Context: an optimization exercise on an open-source flow, tuned for small area and a short achievable clock period. The choices shown serve that exercise and are no tape-out recipe. Function was checked by simulation only, so behaviour that the tests miss may differ from the original.

==> flow/design.v <==
`timescale 1ns / 1ps
module disp_content(clk,
cur_mode, clk_status, hour_check_en, onehz,
main_seconds, sw_timerec,
alr_cur_set, alr_cur_set_mode, alr_music_cur, alr_len_cur, alr_sec_cur,
cd_seconds,
digits, disp_en);
input clk;
input [1:0] cur_mode;
input [1:0] clk_status;
input hour_check_en;
input onehz;
input [16:0] main_seconds;
input [25:0] sw_timerec;
input [1:0] alr_cur_set;
input [1:0] alr_cur_set_mode;
input [1:0] alr_music_cur;
input [1:0] alr_len_cur;
input [16:0] alr_sec_cur;
input [16:0] cd_seconds;
output [31:0] digits;
output [7:0] disp_en;
localparam K = 17;    
function [3:0] fix10;
    input [3:0] a;
    begin
        fix10[3] = a[3] | (a[2] & a[0]) | (a[2] & a[1]);
        fix10[2] = (a[3] & a[0]) | (a[2] & ~a[1] & ~a[0]);
        fix10[1] = (a[3] & ~a[0]) | (~a[2] & a[1]) | (a[1] & a[0]);
        fix10[0] = (a[3] & ~a[0]) | (~a[3] & ~a[2] & a[0]) | (a[2] & a[1] & ~a[0]);
    end
endfunction
function [5:0] fix60;
    input [5:0] a;
    begin
        fix60 = (a >= 6'd30) ? a + 6'd2 : a;
    end
endfunction
function [24:0] step;
    input [24:0] st;
    input a;
    input b;
    reg [3:0] c0, c1;
    reg [5:0] s, m;
    reg [4:0] h;
    begin
        {h, m, s, c1, c0} = st;
        c0 = fix10(c0);
        c1 = fix10(c1);
        s = fix60(s);
        m = fix60(m);
        h = {h[3:0], m[5]};
        m = {m[4:0], s[5]};
        s = {s[4:0], c1[3] | b};
        c1 = {c1[2:0], c0[3]};
        c0 = {c0[2:0], a};
        step = {h, m, s, c1, c0};
    end
endfunction
function [6:0] dec60;
    input [5:0] v;
    reg [2:0] t;
    reg [5:0] u;
    begin
        t = v / 10;
        u = v - t * 10;
        dec60 = {t, u[3:0]};
    end
endfunction
wire sw = (cur_mode == 2'd1);
wire al = (cur_mode == 2'd2);
wire [23:0] xa = sw ? sw_timerec[23:0] : 24'd0;
reg [16:0] xb;
always @(*) begin
    case (cur_mode)
        2'd0: xb = main_seconds;
        2'd2: xb = alr_sec_cur;
        2'd3: xb = cd_seconds;
        default: xb = 17'd0;
    endcase
end
reg [24:0] sa;
integer i;
always @(*) begin
    sa = 25'd0;
    for (i = 23; i >= 24 - K; i = i - 1)
        sa = step(sa, xa[i], (i <= 16) ? xb[i] : 1'b0);
end
reg [24:0] st;           
reg [23-K:0] xl;         
reg st_sw, st_al;
reg [1:0] a7, a6;        
reg [1:0] len_q, len_d;  
reg en7, en6, en5, en3;
always @(posedge clk) begin
    st <= sa;
    xl <= xa[23-K:0] | xb[23-K:0];
    st_sw <= sw;
    st_al <= al;
    a7 <= cur_mode == 2'd0 ? {1'b0, hour_check_en} : al ? alr_cur_set : 2'd0;
    a6 <= al ? alr_music_cur : 2'd0;
    len_q <= alr_len_cur;
    len_d <= len_q;
    en7 <= cur_mode == 2'd0 ? ~(clk_status[1] & onehz) : sw | (al & ~(onehz & alr_cur_set_mode == 2'd0));
    en6 <= sw | (al & ~(onehz & alr_cur_set_mode == 2'd1));
    en5 <= ~(al & onehz & alr_cur_set_mode == 2'd2);
    en3 <= ~(al & onehz & alr_cur_set_mode == 2'd3);
end
reg [24:0] sb;
always @(*) begin
    sb = st;
    for (i = 23 - K; i >= 0; i = i - 1)
        sb = step(sb, st_sw & xl[i], ~st_sw & xl[i]);
end
wire [3:0] c0 = sb[3:0];
wire [3:0] c1 = sb[7:4];
wire [5:0] s = sb[13:8];
wire [5:0] m = sb[19:14];
wire [4:0] hr = sb[24:20];
wire [4:0] h = {hr[4] & ~hr[3], hr[3] & ~hr[4], hr[2:0]};
wire [6:0] ds = dec60(s);
wire [6:0] dm = dec60(m);
wire [6:0] dh = dec60({1'b0, h});
wire [6:0] p01 = st_al ? dm : ds;
wire [6:0] p23 = st_sw ? ds : st_al ? dh : dm;
wire [6:0] p45 = st_sw ? dm : dh;
wire [6:0] p67 = dh;
wire [2:0] len_t = len_d == 2'd0 ? 3'd1 : len_d == 2'd1 ? 3'd3 : len_d == 2'd2 ? 3'd4 : 3'd6;
wire [3:0] len_u = len_d[0] ? 4'd0 : 4'd5;
wire [1:0] r7 = st_sw ? p67[5:4] : a7;
wire [3:0] r6 = st_sw ? p67[3:0] : {2'b00, a6};
wire [6:0] r54 = st_al ? {len_t, len_u} : p45;
wire [6:0] r32 = p23;
wire [7:0] r10 = st_sw ? {c1, c0} : {1'b0, p01};
assign digits = {2'b00, r7, r6, 1'b0, r54, 1'b0, r32, r10};
assign disp_en = {en7, en6, en5, en5, en3, en3, en3, en3};
endmodule
==> flow/flow/run.sh <==
#!/bin/bash
# Layout flow: the standard flow (standard.sh) with three changes:
#  - synthesis skips the full/half-adder extraction step, so ABC sees all
#    of the logic, and maps it with an ABC script of its own;
#  - input and output ports get sky130_fd_sc_hd__buf_1 buffers.
set -euo pipefail
here=$(pwd)
fdir=$here/flow
# synthesis script: the standard flow's own, with abc calls pointed at our ABC script
{
  echo "proc abc {args} {"
  echo "  set i [lsearch -exact \$args -script]"
  echo "  if {\$i >= 0} { lset args [expr {\$i + 1}] $fdir/abc_deep.script }"
  echo "  yosys abc {*}\$args"
  echo "}"
  cat $here/synth_recipe.tcl
} > $here/my_synth.tcl
sed -e "s#SYNTH_SCRIPT=[^ ]*#SYNTH_SCRIPT=$here/my_synth.tcl ADDER_MAP_FILE= 'BUFFER_PORTS_ARGS=-buffer_cell sky130_fd_sc_hd__buf_1'#" \
    $here/standard.sh > $here/my_flow.sh
bash $here/my_flow.sh synth > $here/synth.log 2>&1
bash $here/my_flow.sh > $here/layout.log 2>&1
==> flow/flow/abc_deep.script <==
strash
&get -n
&deepsyn -T 40
&dch -f
&nf -p -R 1000 -E 100
&put
topo
stime -c
buffer -c
upsize -c
dnsize -c
==> flow/standard.sh <==
#!/bin/bash
# synth_recipe.tcl (not shown) runs the flow's synth.tcl, then flattens the netlist and writes it again
# the make line also repeats each setting of config.mk as NAME=value (left out here)
make -C /OpenROAD-flow-scripts/flow DESIGN_CONFIG=/design/flow/config.mk WORK_HOME=/design/flow/orfs CLKGATE_MAP_FILE= SYNTH_SCRIPT=/design/flow/synth_recipe.tcl "${@:-finish}"
==> flow/config.mk <==
export PLATFORM = sky130hd
export DESIGN_NAME = disp_content
export DESIGN_NICKNAME = disp_content
export VERILOG_FILES = /design/flow/design.v
export SDC_FILE = /design/flow/constraint.sdc
export NUM_CORES = 4
export LEC_CHECK = 0
export CAP_MARGIN = 20
export CORE_MARGIN = 2
export CORE_UTILIZATION = 65
export CTS_BUF_LIST = sky130_fd_sc_hd__clkbuf_4 sky130_fd_sc_hd__clkbuf_8
export SLEW_MARGIN = 20
==> flow/constraint.sdc <==
create_clock -name core_clock -period 25.0 [get_ports {clk}]
set_input_delay 5.0000 -clock core_clock [delete_from_list [all_inputs] [get_ports {clk}]]
set_output_delay 5.0000 -clock core_clock [all_outputs]
set_load 0.01 [all_outputs]
==> metrics list, run 1 <==
* Result of the run: no timing/DRC/antenna violations
- For this run, the top clock speed supported by timing is between 70 and 80 MHz.
- Post-CTS timing repair inserted 0 buffers for setup.
* Vias in the first global route: between 5,000 and 6,000
* Number of violations reported at the end of detailed-routing iteration 0: about 300
- Of the cells placed in the final design, the portion with a size suffix greater than 1 is 0.1194.
- Number of buffers inserted during clock tree synthesis: 5
* Worst setup timing slack at the placement stage: between 10 and 15 ns
* Type of the worst setup path: register to primary output
* Library cell with the largest summed area after synthesis: sky130_fd_sc_hd__dfxtp_1
* Synthesized instance count: between 800 and 900
* Antenna Violating Nets Remaining: 0
- At the pin with the least slew margin, the transition time is just over 0.8 ns.
- Counting flops and latches in the post-synthesis netlist gives 41.
- In the global route stage, met3 resource usage came out at 0.03557.
- After global routing, the most crowded layer is met2.
- Die height: roughly 95 um
- The total overflow left after global routing is 0.
* Global-route wire length before repair: around 22,000 um
- The final route contains between 6,000 and 7,000 vias.
- Gates resized, CTS repair: 0
- Relative to the synthesized area, the layout overhead comes to 11.31%.
- Total of buffers placed on input and output ports: approximately 120
- Clock tree synthesis found a total of between 40 and 50 sinks.
* Root Buffer Master: sky130_fd_sc_hd__clkbuf_8
- Met1 Use GR: 0.3451
- For this run, the register share of the synthesized area comes to 0.1514.
* Worst-case headroom to the max-slew limit: 0.4565
- The number of pins with negative max-slew slack in the final report came to 0.
- The final number of hold-violating endpoints is 0.
* Setup repair after global routing missed its margin: no
- The floorplan has 33 rows.
- For this run, the total global-route usage over all layers was measured as 0.3048.
- Number of fillers in the final layout: ~660
* Fraction of registers with async set or reset after synthesis: 0
- Top area cells in the synthesized netlist: sky130_fd_sc_hd__dfxtp_1 15%, sky130_fd_sc_hd__nand2_1 7.0%, sky130_fd_sc_hd__xnor2_1 6.8%
- Most common cell in the netlist: sky130_fd_sc_hd__nand2_1
* Yosys warning total: 1
- Setup violations remaining at the end of the flow were counted as 0.
- 0 antenna diodes ended up in the layout.
- Number of enable-type register cells in the synthesized netlist: 0
* Final critical-path required period: ~13 ns
- Data on the critical path is required at its endpoint by 20.00 ns.
- Ranked by instance count, the synthesized netlist is headed by 101 x sky130_fd_sc_hd__nand2_1, 95 x sky130_fd_sc_hd__nor2_1, 63 x sky130_fd_sc_hd__a21oi_1.
- The most critical setup path has its endpoint at digits[11].
- Number of buffers added to fix hold violations after cts: 0
- The clock passes through at most 2 buffers.
* Largest net degree at the start of global routing: 37
* Minimum setup slack in the final design: roughly 12 ns
- Clock-pin slew on the worst setup and hold paths: approximately 0.090 ns
* Arrival time of the worst setup path: roughly 7.7 ns
- In the routed layout, each cell is associated on average with a via count of 5.940.
* Cell type of the slowest stage on the worst timing path: sky130_fd_sc_hd__o32ai_1
* Slowest cell delay on critical path: ~0.4 ns
- Setup slack on the worst reg-to-reg path comes out at approximately 25 ns.
- Horiz. Die Dim: roughly 95 um
* Antenna violations before repair: 0
- Adding up every negative setup slack in the final design gives 0 ns.
- For this run, the leading register cell type out of synthesis is sky130_fd_sc_hd__dfxtp_1.
- DRC violations left: 0
- Estimated wirelength of the detail-placed design: 11,380 um
* Placeable core region: around 8100 sq um
* Crit start category: register
* Top-area cell type share of the netlist area: 0.1514
- Counting cells, the worst reg-to-reg path comes to 0.
* Clock tree from TritonCTS: built
* GR Layer Usage met2: 0.5880
* Final wirelength: ~14,000 um
* Area of the die: approximately 9100 sq um
- Dividing the synthesized area by the synthesized cell count gives slightly below 7 sq um.
* Type of the most critical hold path: register to register
- The number of different library cells used by synthesis comes to a little under 90.
- STA classifies the critical path endpoint as a primary output.
- For this run, the detailed router's first-pass iteration total came to 7.
* Worst setup path startpoint: st[15]
* Capture point of the worst reg-to-reg path: len_d[1]
* Number of ports placed on the die boundary: approximately 130
* Placer congestion estimate: ~0.88
- Initial cell density of the core: 0.6665
- Of the available clock period, the critical path in the final layout requires 0.5068.
- The H-tree was split into 2 levels.
- Peak fanout along the critical path: 6
* Final Net Count: about 1,000
* Clock latency on the worst-skew pair: 0.30 ns
* Number of max-capacitance violations reported: 0
- The worst register-to-register path begins at len_q[1].
* WL/cell: 13.79 um
- The synthesized netlist occupies a cell area of about 5400 sq um.
- Between clock sinks in the finished design, the worst skew comes to approximately 0.00016 ns.
## worst min path at each step
stage | startpoint | endpoint | slack [ns] | cells past startpoint
4_1_cts | len_q[1] | len_d[1] | 0.33 | 0
6_report | len_q[0] | len_d[0] | 0.33 | 0
5_1_grt | len_q[0] | len_d[0] | 0.34 | 0
2_1_floorplan | len_q[0] | len_d[0] | 0.31 | 0
3_3_place_gp | len_q[0] | len_d[0] | 0.31 | 0
3_5_place_dp | len_q[1] | len_d[1] | 0.31 | 0
## layout make-up
| class | instances | area (sq um) | area share |
|---|---|---|---|
| clock buffer | 5 | 68.82 | 0.01140 |
| clock inverter | 3 | 65.06 | 0.01078 |
| inverter | 47 | 176.4 | 0.02923 |
| multi-input combinational | 691 | 4292 | 0.7112 |
| sequential | 41 | 820.8 | 0.1360 |
| tap | 105 | 131.4 | 0.02177 |
| timing repair buffer | 126 | 480.5 | 0.07962 |
## registers in the layout (all words and copies together), names as in the netlist
| signal | cells |
|---|---|
| st | 20 |
| a6 | 2 |
| len_q | 2 |
| en3 | 1 |
| st_al | 1 |
| len_d | 2 |
| a7 | 2 |
| en5 | 1 |
| st_sw | 1 |
| en6 | 1 |
| en7 | 1 |
| xl | 7 |
## metrics by stage
stage               hold slack, ns  instances  area [sq um]    util
floorplan                   0.3096        806          5436       -
global route                0.3367       1018          6035  0.7419
global placement            0.3096       1010          5901  0.7254
detailed placement          0.3128       1010          5901  0.7254
finish                      0.3305       1018          6035  0.7419
CTS                         0.3317       1018          6035  0.7419
## cell families after synthesis
kind of cell	Yosys count	synth area share
AOI/OAI and AO/OA	263	0.3340
DFF	41	0.1514
muxes	5	0.01223
and+or+nand+nor	360	0.3455
xor gates and xnor gates	58	0.09647
other	1	0.0006917
buffers and inverters	74	0.05977
## cell usage in the layout, fill, tap and decap left out, types with 4 or more instances in the layout
master | synthesis | layout
sky130_fd_sc_hd__conb_1 | 1 | 5
sky130_fd_sc_hd__and2_1 | 22 | 22
sky130_fd_sc_hd__or2_2 | 5 | 5
sky130_fd_sc_hd__nand3b_1 | 4 | 4
sky130_fd_sc_hd__nand4_1 | 4 | 4
sky130_fd_sc_hd__o21bai_1 | 4 | 4
sky130_fd_sc_hd__buf_1 | 2 | 124
sky130_fd_sc_hd__xnor2_1 | 42 | 42
sky130_fd_sc_hd__nand2_1 | 101 | 101
sky130_fd_sc_hd__nand2b_1 | 21 | 21
sky130_fd_sc_hd__nor3_1 | 9 | 9
sky130_fd_sc_hd__and2_4 | 4 | 4
sky130_fd_sc_hd__or2_1 | 7 | 7
sky130_fd_sc_hd__inv_2 | 7 | 7
sky130_fd_sc_hd__xor2_1 | 14 | 14
sky130_fd_sc_hd__o21ai_0 | 39 | 39
sky130_fd_sc_hd__o21ai_1 | 22 | 22
sky130_fd_sc_hd__nor2b_1 | 17 | 17
sky130_fd_sc_hd__a21oi_1 | 63 | 63
sky130_fd_sc_hd__and3_1 | 8 | 8
sky130_fd_sc_hd__nand2_2 | 5 | 5
sky130_fd_sc_hd__a21oi_2 | 10 | 10
sky130_fd_sc_hd__nor2_1 | 95 | 95
sky130_fd_sc_hd__a31oi_1 | 8 | 8
sky130_fd_sc_hd__o21ai_2 | 15 | 15
sky130_fd_sc_hd__a222oi_1 | 12 | 12
sky130_fd_sc_hd__o22ai_1 | 15 | 15
sky130_fd_sc_hd__o221ai_1 | 7 | 7
sky130_fd_sc_hd__o21a_1 | 10 | 10
sky130_fd_sc_hd__dfxtp_1 | 41 | 41
sky130_fd_sc_hd__inv_1 | 39 | 39
sky130_fd_sc_hd__clkbuf_8 | 0 | 5
sky130_fd_sc_hd__a21boi_2 | 4 | 4
sky130_fd_sc_hd__a22oi_1 | 10 | 10
sky130_fd_sc_hd__a21o_1 | 7 | 7
sky130_fd_sc_hd__nand3_1 | 19 | 19
sky130_fd_sc_hd__nor3_2 | 4 | 4
sky130_fd_sc_hd__nor2_2 | 6 | 6
## per-layer routing
metal  vias to the layer above  wire [um]
met5                         -          0
met4                         0        248
met3                        21        673
met2                       204       7223
met1                      2769       5893
li1                       3053          -
## worst max-delay path: cells and delay by family (launching register included)
kind / cells / cell delay, ns
AO/OA/AOI/OAI: 15 / 2.38
flip-flops: 1 / 0.35
buffers and inverters: 3 / 0.27
AND/OR/NAND/NOR: 20 / 3.49
XOR/XNOR: 4 / 0.87
==> run 2, diff against run 1 <==
--- a/flow/design.v
+++ b/flow/design.v
@@ -22,3 +22,3 @@
 output [7:0] disp_en;
-localparam K = 17;    
+localparam K = 16;    
 function [3:0] fix10;
--- a/flow/config.mk
+++ b/flow/config.mk
@@ -9,3 +9,3 @@
 export CORE_MARGIN = 2
-export CORE_UTILIZATION = 65
+export CORE_UTILIZATION = 55
 export CTS_BUF_LIST = sky130_fd_sc_hd__clkbuf_4 sky130_fd_sc_hd__clkbuf_8
==> metrics list, run 2 <==
* Result of the run: no timing/DRC/antenna violations
- The finished layout holds 1,060 standard cells, fillers aside.
* Syn_area_per_cell: 6.597 sq um
- Entering global routing, the biggest net connects 44 pins.
- Clock tree from TritonCTS: built
- Data required time of the worst path: around 20 ns
- Antenna Violating Nets Remaining: 0
- Clock latency on the worst-skew pair: 0.29 ns
- Number of ports placed on the die boundary: between 100 and 150
* Placer congestion estimate: between 0.8 and 0.9
- For the pin with the worst max-slew slack, the measured transition is between 0.8 and 0.9 ns.
* Number of fillers in the final layout: just under 1,000
* Setup repair after global routing missed its margin: no
- The die is between 100 and 150 um tall.
* Congestion Overflow GR: 0
- The slowest stage of the critical path belongs to the cell sky130_fd_sc_hd__a211oi_1.
* Final Net Count: 1,018
* Gates resized, CTS repair: 0
* Number of enable-type register cells in the synthesized netlist: 0
- In this run the worst setup path begins at st_sw.
- After clock tree synthesis, the flow added hold-fix buffers numbering 0.
- Of all flip-flops after synthesis, the portion carrying an async set or reset was 0.
- The worst setup path is launched from a register.
- The worst register-to-register path begins at len_q[1].
- Fraction of the yosys area taken by sequential cells: 0.1521
* Capture point of the worst reg-to-reg path: len_d[1]
- Following the worst setup path forward leads to its endpoint at digits[2].
- Top-area cell type share of the netlist area: 0.1521
* Via density: around 5.6
* Worst Hold Depth: 0
* Type of the worst setup path: register to primary output
* Estimated wirelength of the detail-placed design: approximately 11,000 um
- In the finished design, the share of the clock period the worst path needs comes to 0.5155.
- Buffers inserted during clock tree synthesis total 5.
* Vias in the first global route: 5,475
- Top area cells in the synthesized netlist: sky130_fd_sc_hd__dfxtp_1 15%, sky130_fd_sc_hd__nor2_1 7.6%, sky130_fd_sc_hd__a21oi_1 7.0%
- Final wirelength: approximately 14,000 um
- After detailed placement, the design holds a cell count of between 1,000 and 1,500.
- Adding up every negative setup slack in the final design gives 0 ns.
- The number of antenna violations at the first check in global routing is 0.
- Count of vias placed by the detailed router: between 5,000 and 6,000
- Most frequent standard cell in the layout excluding fill and tap cells: sky130_fd_sc_hd__buf_1
* Initial cell density of the core: 0.5598
- The H-tree generated during clock tree synthesis spans 2 levels.
- After synthesis, the netlist uses 82 different library cells.
- Category of cells accounting for the largest share of critical-path delay: simple AND/OR/NAND/NOR gates
- Placement row count: 36
- First-pass detailed-route iteration total: 8
* Most numerous cell on the critical path: sky130_fd_sc_hd__nor2_1
- Peak fanout along the critical path: 43
- Max Buffers Root-to-Sink: 2
- For this run, the leading register cell type out of synthesis is sky130_fd_sc_hd__dfxtp_1.
- GRT Util Overall: 0.2557
* Global-route wire length before repair: 22,610 um
- For this run, design rule violations remaining after detail routing come to 0.
- Peak clock frequency supported by timing: a little under 80 MHz
- Registers take approximately 800 sq um.
- By count the netlist is led by 109 x sky130_fd_sc_hd__nor2_1, 98 x sky130_fd_sc_hd__nand2_1, 76 x sky130_fd_sc_hd__a21oi_1.
* Top Registers: st (19), xl (8)
- Summing every instance area after synthesis gives roughly 5400 sq um.
* Clock-pin slew on the worst setup and hold paths: ~0.08 ns
- Area of the die: ~11,000 sq um
- The synthesized design contains 41 register bits.
- The register with the most flip-flops in the layout has 19 of them.
- Subtracting the final worst setup slack from the clock period gives 12.89 ns.
- Clock tree skew after final layout: between 0.0003 and 0.0004 ns
- Data on the critical path arrives at its endpoint at between 7 and 8 ns.
- Synthesis handed over a netlist of approximately 820 instances.
- In this run the tightest slew margin relative to its limit is 0.4530.
- The floorplan step set the die width to ~100 um.
- Type of the most critical hold path: register to register
- Relative to the synthesized area, the layout overhead comes to 11.62%.
- Largest register by flop count: st
* Number of buffers and inverters on the critical path: 3
- Number of cells on the worst reg-to-reg path: 0
* Fraction of layout instances using a drive strength above 1: 0.09924
* Number of max-capacitance violations reported: 0
- Total of buffers placed on input and output ports: approximately 120
- The setup check on the worst reg-to-reg path leaves a slack of between 20 and 25 ns.
* Final hold violation count: 0
- Area of combinational cells with multiple inputs: 4285 sq um
* Most common cell in the netlist: sky130_fd_sc_hd__nor2_1
* TritonCTS sink count: 41
* Placeable core region: 9639 sq um
- Library cell with the largest summed area after synthesis: sky130_fd_sc_hd__dfxtp_1
- Number of violations reported at the end of detailed-routing iteration 0: 290
* Inserted Diodes: 0
* Number of gates on the worst path with buffers counted: 36
* Crit end category: primary output
* Commonest cells after routing, fill and taps aside: 124 x sky130_fd_sc_hd__buf_1, 108 x sky130_fd_sc_hd__nor2_1, 98 x sky130_fd_sc_hd__nand2_1, 76 x sky130_fd_sc_hd__a21oi_1, 42 x sky130_fd_sc_hd__o21ai_0
* Number of setup violations in the final report: 0
- For this run, the slowest stage of the critical path takes about 0.65 ns.
- The root buffer cell chosen for the clock tree is sky130_fd_sc_hd__clkbuf_8.
- Number of post-CTS setup repair buffers: 0
- WL/cell: around 13 um
- Final max-slew violation count: 0
* Yosys warning total: 1
run 2: cell count changes after synthesis, sizes merged, moves of 4 or more:
| cell | previous run | this run |
|---|---|---|
| nor2 | 102 | 121 |
| a21oi | 74 | 84 |
| xnor2 | 43 | 39 |
| o211ai | 2 | 6 |
| nand2 | 107 | 103 |
| o21ai | 76 | 72 |
| inv | 46 | 38 |
| or2 | 14 | 21 |
| nor2b | 18 | 25 |
run 2: per-layer routing:
metal | vias up | wire length [um] | GRT usage
met5 | - | 0 | 0
met4 | 0 | 290 | 0.09312
met3 | 15 | 479 | 0.02441
met2 | 130 | 7018 | 0.4960
met1 | 2681 | 5764 | 0.2861
li1 | 3116 | - | -
run 2: through the flow:
stage                     hold slack (ns)  worst slack, ns  instance area [sq um]    util
after global placement             0.3137            12.59                   5903  0.6124
after CTS                          0.3424            12.16                   6023  0.6249
after floorplan                    0.3096            13.61                   5411       -
after detailed placement           0.3243            12.37                   5903  0.6124
final                              0.3446            12.11                   6023  0.6249
after global routing               0.3552            11.27                   6023  0.6249
run 2: cells by family after synthesis:
logic type | share of synthesized area
buffers and inverters | 0.05704
DFF | 0.1521
muxes | 0.007651
AOI/OAI and AO/OA | 0.3339
xor gates and xnor gates | 0.09390
other | 0.0006949
and+or+nand+nor | 0.3547
run 2: cell type report:
| class | count | share of cell area |
|---|---|---|
| tap | 133 | 0.02763 |
| inverter | 40 | 0.02493 |
| clock buffer | 6 | 0.01371 |
| sequential | 41 | 0.1363 |
| clock inverter | 2 | 0.006232 |
| timing repair buffer | 126 | 0.07977 |
| multi-input combinational | 712 | 0.7115 |
run 2: how the worst min path moves through the flow:
stage | from | endpoint | slack (ns)
after global routing | len_q[0] | len_d[0] | 0.36
after detailed placement | len_q[0] | len_d[0] | 0.32
final | len_q[0] | len_d[0] | 0.34
after CTS | len_q[0] | len_d[0] | 0.34
after floorplan | len_q[0] | len_d[0] | 0.31
after global placement | len_q[1] | len_d[1] | 0.31
==> run 3, diff against run 2 <==
--- a/flow/design.v
+++ b/flow/design.v
@@ -22,3 +22,3 @@
 output [7:0] disp_en;
-localparam K = 16;    
+localparam K = 18;    
 function [3:0] fix10;
==> metrics list, run 3 <==
* Result of the run: no timing/DRC/antenna violations
- Number of max-capacitance violations reported: 0
- Category of cells accounting for the largest share of critical-path delay: simple AND/OR/NAND/NOR gates
- Number of buffers inserted during clock tree synthesis: 5
- Worst Hold Depth: 0
* Data required time of the worst path: 25.16 ns
* Arrival time of the worst setup path: about 13 ns
- Top-area cell type share of the netlist area: 0.1574
- Max Buffers Root-to-Sink: 2
- The detailed router placed ~6,000 vias in this run.
- Root Buffer Master: sky130_fd_sc_hd__clkbuf_8
- Counting distinct cell types in the post-synthesis netlist gives 79.
* First-pass detailed-route iteration total: 8
* Final wirelength: between 10,000 and 15,000 um
- Once the clock tree was built, the resizer swapped 0 gates to a different size.
- The count of nets left with antenna violations once routing finished came out at 0.
- Setup violations remaining at the end of the flow were counted as 0.
* Final max-slew violation count: 0
* Commonest cells after routing, fill and taps aside: 124 x sky130_fd_sc_hd__buf_1, 108 x sky130_fd_sc_hd__nor2_1, 95 x sky130_fd_sc_hd__nand2_1, 66 x sky130_fd_sc_hd__a21oi_1, 49 x sky130_fd_sc_hd__o21ai_0
* Clock tree skew after final layout: about 0.00035 ns
- 132 I/O pins were placed.
- Once detailed placement completed, the half-perimeter wirelength came to about 11,000 um.
* Number of buffers added to fix hold violations after cts: 0
- Type of the worst setup path: primary input to register
* Fraction of the yosys area taken by sequential cells: 0.1574
* Clock latency on the worst-skew pair: 0.29 ns
- Crit start category: primary input
* Number of cells on the worst reg-to-reg path: 0
* Antenna violations before repair: 0
* Fraction of registers with async set or reset after synthesis: 0
* Number of violations reported at the end of detailed-routing iteration 0: between 200 and 250
- Routability-driven placement finished with a final weighted congestion of 0.9034.
* Top Registers: st (20), xl (6)
- On the worst path, the slowest cell contributes a delay of approximately 0.5 ns.
- By instance count, the cell type seen most on the critical path is sky130_fd_sc_hd__nor2_1.
* Horiz. Die Dim: around 100 um
- Static timing analysis puts the maximum clock frequency at around 76 MHz.
* Area of combinational cells with multiple inputs: roughly 4000 sq um
- Congestion Overflow GR: 0
- Setup repair after global routing left no endpoint under its margin.
- Counting instances in the post-synthesis netlist gives the leading cell types as 108 x sky130_fd_sc_hd__nor2_1, 95 x sky130_fd_sc_hd__nand2_1, 66 x sky130_fd_sc_hd__a21oi_1.
* Most common cell in the netlist: sky130_fd_sc_hd__nor2_1
* Portion of the clock cycle consumed by the worst path in the final layout: 0.5298
- TritonCTS built the clock tree.
* Syn_area_per_cell: 6.499 sq um
- Yosys warning total: 1
- Area of the die: 10,040 sq um
- The slowest stage of the critical path belongs to the cell sky130_fd_sc_hd__nand2b_1.
* Number of flip-flops in the largest register: 20
- The number of buffers and inverters on the critical path is 2.
- Synthesized instance count: 783
* Top flip-flop cell by instance count after synthesis: sky130_fd_sc_hd__dfxtp_1
- Initial cell density of the core: 0.5587
* Worst-case headroom to the max-slew limit: 0.2803
- In the final design database the tool counted around 980 nets.
- After detailed routing, the number of vias per cell comes to between 5 and 6.
- The initialized floorplan defines 35 standard-cell rows.
- In this run, synthesis inferred 0 flip-flops with an integrated enable.
- Once placement finished, the instance area stood at between 5000 and 6000 sq um.
- Library cell with the largest summed area after synthesis: sky130_fd_sc_hd__dfxtp_1
- Across every metal layer, demand over resource in global routing totals 0.2615.
* Sequential Area: about 800 sq um
- After routing, the total negative slack on setup checks comes to 0 ns.
- In this run the number of H-tree levels came out at 2.
- Clock-pin slew was measured on the worst setup and hold paths at about 0.08 ns.
- Fraction of layout instances using a drive strength above 1: 0.06285
- Number of gates on the worst path with buffers counted: 47
- Entering global routing, the biggest net connects 37 pins.
* Vias in the first global route: approximately 5,200
* Global-route wire length before repair: between 20,000 and 25,000 um
* Syn Std Cell Area: ~5100 sq um
* Crit end category: register
- Placeable core region: 9109 sq um
- The final number of hold-violating endpoints was 0.
- In the post-synthesis netlist, the biggest area contributors are sky130_fd_sc_hd__dfxtp_1 16%, sky130_fd_sc_hd__nor2_1 8.0%, sky130_fd_sc_hd__nand2_1 7.0%.
* Largest register by flop count: st
- Number of post-CTS setup repair buffers: 0
- The number of antenna diodes in the final layout is 0.
- DRC violations left: 0
- FF+latch count, synth: 40
- In the final routed layout, each cell accounts on average for between 10 and 15 um.
* Number of fillers in the final layout: 914
- From bottom edge to top edge, the die measures 100.2 um.
- Subtracting the final worst setup slack from the clock period gives between 10 and 15 ns.
* Total of buffers placed on input and output ports: 124
* Peak fanout along the critical path: 27
- Most frequent standard cell in the layout excluding fill and tap cells: sky130_fd_sc_hd__buf_1
- At the pin with the least slew margin, the transition time is between 1 and 1.5 ns.
* Type of the most critical hold path: register to register
- TritonCTS sink count: 40
- Final instance area: 5692 sq um
* Synth-to-layout area growth: 11.85%
-- run 3: cell count changes after synthesis, moves of 7 or more --
cell | before | now
sky130_fd_sc_hd__o21ai_1 | 23 | 12
sky130_fd_sc_hd__a21oi_1 | 76 | 66
sky130_fd_sc_hd__nor3_1 | 8 | 18
sky130_fd_sc_hd__o22ai_1 | 11 | 20
sky130_fd_sc_hd__nand3_1 | 17 | 10
sky130_fd_sc_hd__o21ai_0 | 42 | 49
-- run 3: cell families (layout without fill, tap and decap cells) --
| kind of cell | Yosys count | count (layout) | synth area share |
|---|---|---|---|
| simple gates | 364 | 364 | 0.3543 |
| compound gates | 250 | 250 | 0.3253 |
| buf+inv | 71 | 176 | 0.06171 |
| other cells | 1 | 4 | 0.0007369 |
| xor+xnor | 54 | 54 | 0.09442 |
| mux | 3 | 3 | 0.006147 |
| flops | 40 | 40 | 0.1574 |
-- run 3: final timing paths --
| check | from | endpoint | slack [ns] |
|---|---|---|---|
| max | cur_mode[1] | st[1] | 11.76 |
| min | len_q[0] | len_d[0] | 0.33 |
| max reg2reg | len_q[1] | len_d[1] | 24.60 |
| min reg2reg | len_q[0] | len_d[0] | 0.33 |
-- run 3: metrics by stage --
stage / std cells / setup slack (ns) / util / hold WS, ns
6_report: 1002 / 11.76 / 0.6249 / 0.3305
3_3_place_gp: 995 / 11.96 / 0.6107 / 0.3107
2_1_floorplan: 786 / 13.18 / - / 0.3096
4_1_cts: 1002 / 11.85 / 0.6249 / 0.3322
5_1_grt: 1002 / 10.78 / 0.6249 / 0.3366
3_5_place_dp: 995 / 11.60 / 0.6107 / 0.3138
-- run 3: per-layer routing --
metal / GRT usage / up-vias / wire (um)
met2: 0.5147 / 148 / 6966
met3: 0.02786 / 25 / 632
met1: 0.2885 / 2665 / 5576
met4: 0.08535 / 0 / 334
li1: - / 2994 / -
met5: 0 / - / 0
-- run 3: layout make-up --
cell class              instances  area share
multi-input cells             675      0.7002
flip-flops and latches         40      0.1407
repair buffers                125     0.08310
inverters                      44     0.02902
well taps                     111     0.02440
clock buffers                   5     0.01209
clock inverters                 2     0.01055
==> run 4, diff against run 3 <==
--- a/flow/design.v
+++ b/flow/design.v
@@ -22,3 +22,3 @@
 output [7:0] disp_en;
-localparam K = 18;    
+localparam K = 17;    
 function [3:0] fix10;
--- a/flow/config.mk
+++ b/flow/config.mk
@@ -10,3 +10,4 @@
 export CORE_UTILIZATION = 55
-export CTS_BUF_LIST = sky130_fd_sc_hd__clkbuf_4 sky130_fd_sc_hd__clkbuf_8
+export CTS_BUF_LIST = sky130_fd_sc_hd__clkbuf_4
+export CTS_CLUSTER_SIZE = 12
 export SLEW_MARGIN = 20
==> metrics list, run 4 <==
- GRT Util Overall: 0.2606
* Max Buffers Root-to-Sink: 2
- Result of the run: no timing/DRC/antenna violations
- 0 antenna diodes ended up in the layout.
* Via density: 5.653
- Fraction of the yosys area taken by sequential cells: 0.1514
- Count of vias placed by the detailed router: 5,913
- For this configuration, the core starts out at a cell density of 0.5598.
- Type of the worst setup path: register to primary output
* Area of combinational cells with multiple inputs: approximately 4300 sq um
* Yosys warning total: 1
- WL/cell: about 13 um
* Crit start category: register
- Sequential Area: 820.8 sq um
- Final TNS setup: 0 ns
- In this run the worst setup path begins at st[10].
* Number of buffers added to fix hold violations after cts: 0
- The share of synthesized area in the top cell type comes to 0.1514.
* Largest net degree at the start of global routing: 37
- The total overflow left after global routing is 0.
- TritonCTS sink count: between 40 and 50
* Most common cell in the netlist: sky130_fd_sc_hd__nand2_1
- Across the routed clock network, the largest skew measured is ~0.00013 ns.
- Final max-slew violation count: 0
- Setup repair after global routing missed its margin: no
- For the worst setup path, the data arrival time is between 7 and 8 ns.
- The die is 103.3 um wide.
* Most numerous cell on the critical path: sky130_fd_sc_hd__nor2_1
- Routed met1 length: 5857 um
- In this run the remaining antenna-violating nets after routing total 0.
* Top flip-flop cell by instance count after synthesis: sky130_fd_sc_hd__dfxtp_1
- After filler insertion, the fill cell instance count of the layout stands at between 900 and 1,000.
- FF+latch count, synth: just over 40
- Synthesized instance count: approximately 800
- Clock-pin slew on the worst setup and hold paths: 0.12 ns
- sky130_fd_sc_hd__dfxtp_1 takes more of the synthesized area than any other cell.
- In this run the critical register-to-register path is launched from len_q[0].
- First-pass detailed-route iteration total: 5
* Syn Std Cell Area: approximately 5400 sq um
- Routed length on met2: around 7100 um
- Area of the die: 10,670 sq um
* Final critical-path required period: between 10 and 15 ns
- The largest registers in the layout are st (20), xl (7).
- H-tree levels: 2
- Total of buffers placed on input and output ports: around 120
- Largest register by flop count: st
* # placed instances: 1,038
- Peak fanout along the critical path: 6
- Clock latency on the worst-skew pair, taken at its later pin, is approximately 0.36 ns.
* Synth-to-layout area growth: 11.08%
* End point of the critical path: digits[2]
- Measured against its own limit, the worst slew margin works out to 0.4406.
* Synth cell count leaders: 101 x sky130_fd_sc_hd__nand2_1, 95 x sky130_fd_sc_hd__nor2_1, 63 x sky130_fd_sc_hd__a21oi_1
* Global-route wire length before repair: about 23,000 um
- Final wirelength: roughly 14,000 um
- Slowest cell delay on critical path: between 0.4 and 0.5 ns
* Number of flip-flops in the largest register: 20
* Final hold violation count: 0
- Capture point of the worst reg-to-reg path: len_d[0]
- Type of the most critical hold path: register to register
- The initialized floorplan defines 36 standard-cell rows.
* Number of setup violations in the final report: 0
* Final std cells w/o fill: ~1,000
- Number of distinct library cell variants in the gate-level netlist after synthesis: between 80 and 90
- Fraction of registers with async set or reset after synthesis: 0
- Number of post-CTS setup repair buffers: 0
- The library cell used most frequently in the layout, excluding fill and tap cells, is sky130_fd_sc_hd__buf_1.
- Vias in the first global route: between 5,000 and 6,000
- For this block, the initial DRC count from the detailed router was 196.
- In the routed design, unresolved DRC markers number 0.
- The library cells used most frequently in the layout, excluding fill and tap cells, are 124 x sky130_fd_sc_hd__buf_1, 101 x sky130_fd_sc_hd__nand2_1, 94 x sky130_fd_sc_hd__nor2_1, 63 x sky130_fd_sc_hd__a21oi_1, 42 x sky130_fd_sc_hd__xnor2_1.
* Highest routing layer actually used: met4
- Crit end category: primary output
- The routed design uses 687 um of met3 wire.
- The setup check on the worst reg-to-reg path leaves a slack of between 20 and 25 ns.
- The number of antenna violations at the first check in global routing is 0.
* Worst-margin pin slew: about 0.84 ns
- Of the available clock period, the critical path in the final layout requires 0.5023.
* Placeable core region: about 9700 sq um
- For this design the top-level I/O count stands at between 100 and 150.
- The tightest hold path in the finished design has a slack of approximately 0.34 ns.
- Number of enable-type register cells in the synthesized netlist: 0
* Number of max-capacitance violations reported: 0
- At the worst endpoint, the required time is approximately 20 ns.
- Measured on the finished design, the core utilization comes to 0.6218.
- Root Buffer Master: sky130_fd_sc_hd__clkbuf_4
- Of the cells placed in the final design, the portion with a size suffix greater than 1 is 0.1205.
* Gates resized, CTS repair: 0
- Cell type of the slowest stage on the worst timing path: sky130_fd_sc_hd__dfxtp_1
- In this run, CTS created clock tree buffers numbering 5.
* Clock tree from TritonCTS: built
* Estimated wirelength of the detail-placed design: 11,790 um
- Syn_area_per_cell: roughly 6.8 sq um
- Number of cells on the worst reg-to-reg path: 0
- The die is between 100 and 150 um tall.
- Placer congestion estimate: 0.8714
* Top area cells in the synthesized netlist: sky130_fd_sc_hd__dfxtp_1 15%, sky130_fd_sc_hd__nand2_1 7.0%, sky130_fd_sc_hd__xnor2_1 6.8%
* Peak clock frequency supported by timing: 79.64 MHz
- In the final design database the tool counted 1,004 nets.
## run 4: how the worst min path moves through the flow
stage	start	to	cells after the start
detailed placement	len_q[1]	len_d[1]	0
global route	len_q[1]	len_d[1]	0
floorplan	len_q[0]	len_d[0]	0
CTS	len_q[1]	len_d[1]	0
finish	len_q[1]	len_d[1]	0
global placement	len_q[0]	len_d[0]	0
## run 4: layout make-up
cell class                      instances  share of cell area
Tap cell                              133             0.02763
Sequential cell                        41              0.1363
Multi-Input combinational cell        691              0.7131
Clock buffer                            6            0.007480
Clock inverter                          2            0.006441
Inverter                               47             0.02930
Timing Repair Buffer                  126             0.07978
## run 4: worst max-delay path: cells and delay by family (launching register included)
family                    cells  cell delay, ns
AOI/OAI and AO/OA            17            2.96
xor gates and xnor gates      2            0.56
buffers and inverters         3            0.31
DFF                           1            0.45
and+or+nand+nor              20            2.90
## run 4: kinds of logic (layout without fill, tap and decap cells)
group / Yosys count / in the layout / share of synthesized area
simple gates: 360 / 360 / 0.3455
compound gates: 263 / 263 / 0.3340
flops: 41 / 41 / 0.1514
other cells: 1 / 5 / 0.0006917
xor+xnor: 58 / 58 / 0.09647
mux: 5 / 5 / 0.01223
buf+inv: 74 / 181 / 0.05977
## run 4: metrics by stage
stage / area, sq um / setup WS, ns
after floorplan: 5436 / 13.75
after global placement: 5938 / 12.81
after detailed placement: 5938 / 12.57
after CTS: 6022 / 12.40
after global routing: 6022 / 11.72
final: 6022 / 12.44
## run 4: metal layers
| layer | up-vias | GRT usage |
|---|---|---|
| met3 | 30 | 0.02957 |
| met2 | 175 | 0.5010 |
| met1 | 2655 | 0.2912 |
| li1 | 3053 | - |
| met5 | - | 0 |
| met4 | 0 | 0.1002 |
==> run 5, diff against run 4 <==
--- a/flow/design.v
+++ b/flow/design.v
@@ -22,3 +22,2 @@
 output [7:0] disp_en;
-localparam K = 17;    
 function [3:0] fix10;
@@ -81,35 +80,16 @@
 end
-reg [24:0] sa;
+reg [24:0] sb;
 integer i;
 always @(*) begin
-    sa = 25'd0;
-    for (i = 23; i >= 24 - K; i = i - 1)
-        sa = step(sa, xa[i], (i <= 16) ? xb[i] : 1'b0);
+    sb = 25'd0;
+    for (i = 23; i >= 0; i = i - 1)
+        sb = step(sb, xa[i], (i <= 16) ? xb[i] : 1'b0);
 end
-reg [24:0] st;           
-reg [23-K:0] xl;         
-reg st_sw, st_al;
-reg [1:0] a7, a6;        
-reg [1:0] len_q, len_d;  
-reg en7, en6, en5, en3;
-always @(posedge clk) begin
-    st <= sa;
-    xl <= xa[23-K:0] | xb[23-K:0];
-    st_sw <= sw;
-    st_al <= al;
-    a7 <= cur_mode == 2'd0 ? {1'b0, hour_check_en} : al ? alr_cur_set : 2'd0;
-    a6 <= al ? alr_music_cur : 2'd0;
-    len_q <= alr_len_cur;
-    len_d <= len_q;
-    en7 <= cur_mode == 2'd0 ? ~(clk_status[1] & onehz) : sw | (al & ~(onehz & alr_cur_set_mode == 2'd0));
-    en6 <= sw | (al & ~(onehz & alr_cur_set_mode == 2'd1));
-    en5 <= ~(al & onehz & alr_cur_set_mode == 2'd2);
-    en3 <= ~(al & onehz & alr_cur_set_mode == 2'd3);
-end
-reg [24:0] sb;
-always @(*) begin
-    sb = st;
-    for (i = 23 - K; i >= 0; i = i - 1)
-        sb = step(sb, st_sw & xl[i], ~st_sw & xl[i]);
-end
+reg [1:0] len_q;         
+always @(posedge clk) len_q <= alr_len_cur;
+wire st_sw = sw;
+wire st_al = al;
+wire [1:0] a7 = cur_mode == 2'd0 ? {1'b0, hour_check_en} : al ? alr_cur_set : 2'd0;
+wire [1:0] a6 = al ? alr_music_cur : 2'd0;
+wire [1:0] len_d = len_q;
 wire [3:0] c0 = sb[3:0];
@@ -134,3 +114,12 @@
 wire [7:0] r10 = st_sw ? {c1, c0} : {1'b0, p01};
-assign digits = {2'b00, r7, r6, 1'b0, r54, 1'b0, r32, r10};
+reg [27:0] dig;
+reg en7, en6, en5, en3;
+always @(posedge clk) begin
+    dig <= {r7, r6, r54, r32, r10};
+    en7 <= cur_mode == 2'd0 ? ~(clk_status[1] & onehz) : sw | (al & ~(onehz & alr_cur_set_mode == 2'd0));
+    en6 <= sw | (al & ~(onehz & alr_cur_set_mode == 2'd1));
+    en5 <= ~(al & onehz & alr_cur_set_mode == 2'd2);
+    en3 <= ~(al & onehz & alr_cur_set_mode == 2'd3);
+end
+assign digits = {2'b00, dig[27:26], dig[25:22], 1'b0, dig[21:15], 1'b0, dig[14:8], dig[7:0]};
 assign disp_en = {en7, en6, en5, en5, en3, en3, en3, en3};
--- a/flow/config.mk
+++ b/flow/config.mk
@@ -10,4 +10,3 @@
 export CORE_UTILIZATION = 55
-export CTS_BUF_LIST = sky130_fd_sc_hd__clkbuf_4
-export CTS_CLUSTER_SIZE = 12
+export CTS_BUF_LIST = sky130_fd_sc_hd__clkbuf_4 sky130_fd_sc_hd__clkbuf_8
 export SLEW_MARGIN = 20
==> metrics list, run 5 <==
- Result of the run: no timing/DRC/antenna violations
- Congestion Overflow GR: 0
- The clock drives 34 sinks.
* Number of max-capacitance violations reported: 0
- Clock tree from TritonCTS: built
* Top Registers: dig (28), len_q (2)
- Synth cell count leaders: 118 x sky130_fd_sc_hd__nand2_1, 81 x sky130_fd_sc_hd__nor2_1, 53 x sky130_fd_sc_hd__a21oi_1
* Top flip-flop cell by instance count after synthesis: sky130_fd_sc_hd__dfxtp_1
* Clock latency on the worst-skew pair: 0.28 ns
- The path class of the tightest hold or removal check is register to register.
- By area, the combinational part of the netlist is dominated by simple AND/OR/NAND/NOR gates.
- Gates resized, CTS repair: 0
* Synthesized instance count: around 730
* Multiplexer area fraction after synthesis: 0.01439
* Sequential Area: 680.7 sq um
* Antenna violations before repair: 0
- Total of buffers placed on input and output ports: roughly 120
* WL/cell: about 13 um
- Count of vias placed by the detailed router: 5,523
* Number of enable-type register cells in the synthesized netlist: 0
- In the finished design, the share of the clock period the worst path needs comes to 0.8011.
* Final TNS setup: 0 ns
- Estimated wirelength of the detail-placed design: 10,300 um
- In the final layout, the share of cells above drive strength 1 is 0.1186.
- The layer flagged by global routing as most heavily used is met2.
- Area of the die: just under 10,000 sq um
- By startpoint and endpoint, the worst setup path is classified as primary input to register.
* Placeable core region: around 8700 sq um
- Of the total synthesized cell area, the portion taken by AND, OR, NAND and NOR gates is 0.3859.
- Of the total synthesized cell area, the portion taken by full adders, half adders and majority gates is 0.002020.
- Syn_area_per_cell: 6.760 sq um
- For this run, asynchronously set or reset flops after synthesis account for 0.
* Initial cell density of the core: 0.5681
* Root Buffer Master: sky130_fd_sc_hd__clkbuf_8
* Met1 Use GR: 0.3446
- After synthesis the netlist holds a flip-flop and latch count of 34.
* Yosys warning total: 1
- Final wirelength: about 13,000 um
- Area of combinational cells with multiple inputs: between 4000 and 5000 sq um
- Along the worst path, the maximum fanout reaches 15.
- Across the routed clock network, the largest skew measured is 0.001186 ns.
- STA puts the critical path data required time at 25.17 ns.
- Using the TritonRoute via totals, the vias-per-cell ratio works out to 5.808.
- Final hold violation count: 0
* Number of buffers inserted during clock tree synthesis: 5
* Die height: roughly 99 um
- Largest register by flop count: dig
- Share of the synthesized netlist area taken by xor and xnor gates: 0.07904
* Number of violations reported at the end of detailed-routing iteration 0: between 300 and 400
- Inserted Diodes: 0
* Worst-margin pin slew: between 0.8 and 0.9 ns
- Met3 Usage GRT: 0.02411
* First-pass detailed-route iteration total: 5
- Number of fillers in the final layout: roughly 870
- For the worst setup path, the data arrival time is approximately 20 ns.
- Vias in the first global route: roughly 5,000
- For the finished layout, the period the worst path requires is approximately 20 ns.
* Number of buffers added to fix hold violations after cts: 0
* Library cell with the largest summed area after synthesis: sky130_fd_sc_hd__dfxtp_1
- The number of pins with negative max-slew slack in the final report was 0.
* Top area cells in the synthesized netlist: sky130_fd_sc_hd__dfxtp_1 14%, sky130_fd_sc_hd__nand2_1 8.9%, sky130_fd_sc_hd__nor2_1 6.1%
- Crit start category: primary input
- Top-area cell type share of the netlist area: 0.1374
* Number of ports placed on the die boundary: 132
- Setup violations remaining at the end of the flow were counted as 0.
- Most numerous cell on the critical path: sky130_fd_sc_hd__nand2_1
* GR Layer Usage met2: 0.4459
- In the post-synthesis netlist, the cell with the most instances is sky130_fd_sc_hd__nand2_1.
* Synth-to-layout area growth: 11.09%
- In the layout the commonest cells are 123 x sky130_fd_sc_hd__buf_1, 118 x sky130_fd_sc_hd__nand2_1, 81 x sky130_fd_sc_hd__nor2_1, 53 x sky130_fd_sc_hd__a21oi_1.
* Global-route wire length before repair: ~21,000 um
- Buffers added to address setup during post-CTS repair amount to 0.
- Entering global routing, the biggest net connects 31 pins.
- The fraction of the mapped netlist area in compound gates is 0.3227.
* Utilization of the core after routing: 0.6311
- Placement row count: 34
- Fraction of the yosys area taken by sequential cells: 0.1374
* Antenna Violating Nets Remaining: 0
* Placer congestion estimate: 0.8881
* Final Net Count: ~930
- Number of distinct library cell variants in the gate-level netlist after synthesis: between 90 and 100
- For this run, the top clock speed supported by timing is roughly 50 MHz.
* Worst-case headroom to the max-slew limit: 0.4432
* Horiz. Die Dim: between 90 and 100 um
- Across every metal layer, demand over resource in global routing totals 0.2546.
- CTS built an H-tree with a depth of 2.
- Setup repair after global routing missed its margin: no
* Clock-pin slew on the worst setup and hold paths: approximately 0.07 ns
- The slowest stage of the critical path is the sky130_fd_sc_hd__nor2b_2 cell.
* Syn Std Cell Area: a little under 5000 sq um
- Max Buffers Root-to-Sink: 2
- The register with the most flip-flops in the layout has 28 of them.
- Crit end category: register
- Slowest cell delay on critical path: 0.65 ns
* Most frequent standard cell in the layout excluding fill and tap cells: sky130_fd_sc_hd__buf_1
* DRC violations left: 0
run 5: cell count changes in the layout (fill, tap and decap cells not counted), moves of 6 or more:
| cell | change |
|---|---|
| sky130_fd_sc_hd__inv_1 | -17 |
| sky130_fd_sc_hd__nor2_1 | -13 |
| sky130_fd_sc_hd__nand2b_1 | +6 |
| sky130_fd_sc_hd__o21a_1 | -6 |
| sky130_fd_sc_hd__clkbuf_4 | -6 |
| sky130_fd_sc_hd__clkbuf_8 | +6 |
| sky130_fd_sc_hd__xnor2_1 | -16 |
| sky130_fd_sc_hd__a21oi_1 | -10 |
| sky130_fd_sc_hd__nand2_1 | +17 |
| sky130_fd_sc_hd__o21ai_1 | -15 |
| sky130_fd_sc_hd__dfxtp_1 | -7 |
run 5: worst paths after layout:
check,startpoint,endpoint,slack [ns],depth (start not counted)
worst max register to register,len_q[0],dig[15],24.22,2
worst min-delay path,len_q[1],dig[19],0.44,1
worst max-delay path,cur_mode[0],dig[3],4.97,85
worst min register to register,len_q[1],dig[19],0.44,1
run 5: critical path, delay by kind of cell:
family,cells,cell delay [ns]
simple gates,45,6.74
xor+xnor,7,1.80
buf+inv,3,0.39
compound gates,29,5.82
fa+ha+maj,1,0.41
run 5: cell families (layout without fill, tap and decap cells):
| kind of cell | Yosys count | after routing |
|---|---|---|
| and+or+nand+nor | 367 | 367 |
| xor gates and xnor gates | 43 | 43 |
| other | 1 | 4 |
| muxes | 7 | 7 |
| AOI/OAI and AO/OA | 225 | 225 |
| adders and majority gates | 1 | 1 |
| DFF | 34 | 34 |
| buffers and inverters | 55 | 162 |
run 5: metal layers:
metal | vias to the layer above | share of wire
met2 | 170 | 0.46
met1 | 2497 | 0.47
met4 | 0 | 0.0074
met5 | - | 0
met3 | 9 | 0.060
li1 | 2847 | -
run 5: stage by stage:
step / setup WS [ns] / std cells / hold slack [ns] / instance area (sq um)
3_3_place_gp: 5.331 / 943 / 0.4261 / 5409
6_report: 4.973 / 951 / 0.4361 / 5504
5_1_grt: 3.505 / 951 / 0.4835 / 5504
4_1_cts: 5.108 / 951 / 0.4391 / 5504
3_5_place_dp: 4.913 / 943 / 0.4295 / 5409
2_1_floorplan: 7.211 / 736 / 0.4082 / 4966
run 5: area by class of cell:
cell class,instances,area share
tap,108,0.02455
inverter,28,0.01910
clock buffer,6,0.01500
sequential,34,0.1237
timing repair buffer,126,0.08797
clock inverter,2,0.002273
multi-input combinational,647,0.7274

-- what the ideal ports hide --
The flow's constraints put no driver on any port. The routed layouts listed below were extracted and timed again, unchanged, in two steps.
Step 1: set_driving_cell puts a clkbuf_16 on clk and a buf_2 on each other input, an assumption about the parent block.
Step 2 moves the port delays by t, midway between the first and last clock arrival at a register: inputs arrive t later, outputs are due t later. That takes back most of the time a late clock gives input paths.
Three values: ideal, step 1, step 2; two values: the first two.
| run | shift t [ns] | setup WS [ns] | worst setup path after step 2 | clock arrival spread, ns |
|---|---|---|---|---|
| run 1 | 0.338 | 12.329 / 12.293 / 12.531 | input to register | 0.007 / 0.008 |
| run 2 | 0.319 | 12.113 / 12.084 / 12.241 | input to register | 0.009 / 0.009 |
| run 3 | 0.323 | 11.756 / 11.763 / 11.443 | input to register | 0.004 / 0.005 |
| run 4 | 0.388 | 12.443 / 12.413 / 12.489 | input to register | 0.008 / 0.008 |
| run 5 | 0.308 | 4.973 / 4.974 / 4.666 | input to register | 0.003 / 0.002 |
After both steps every run listed still meets setup and hold. The setup slack of run 3, which loses most, moves by +0.007 ns with the drivers and by -0.313 ns with both steps.
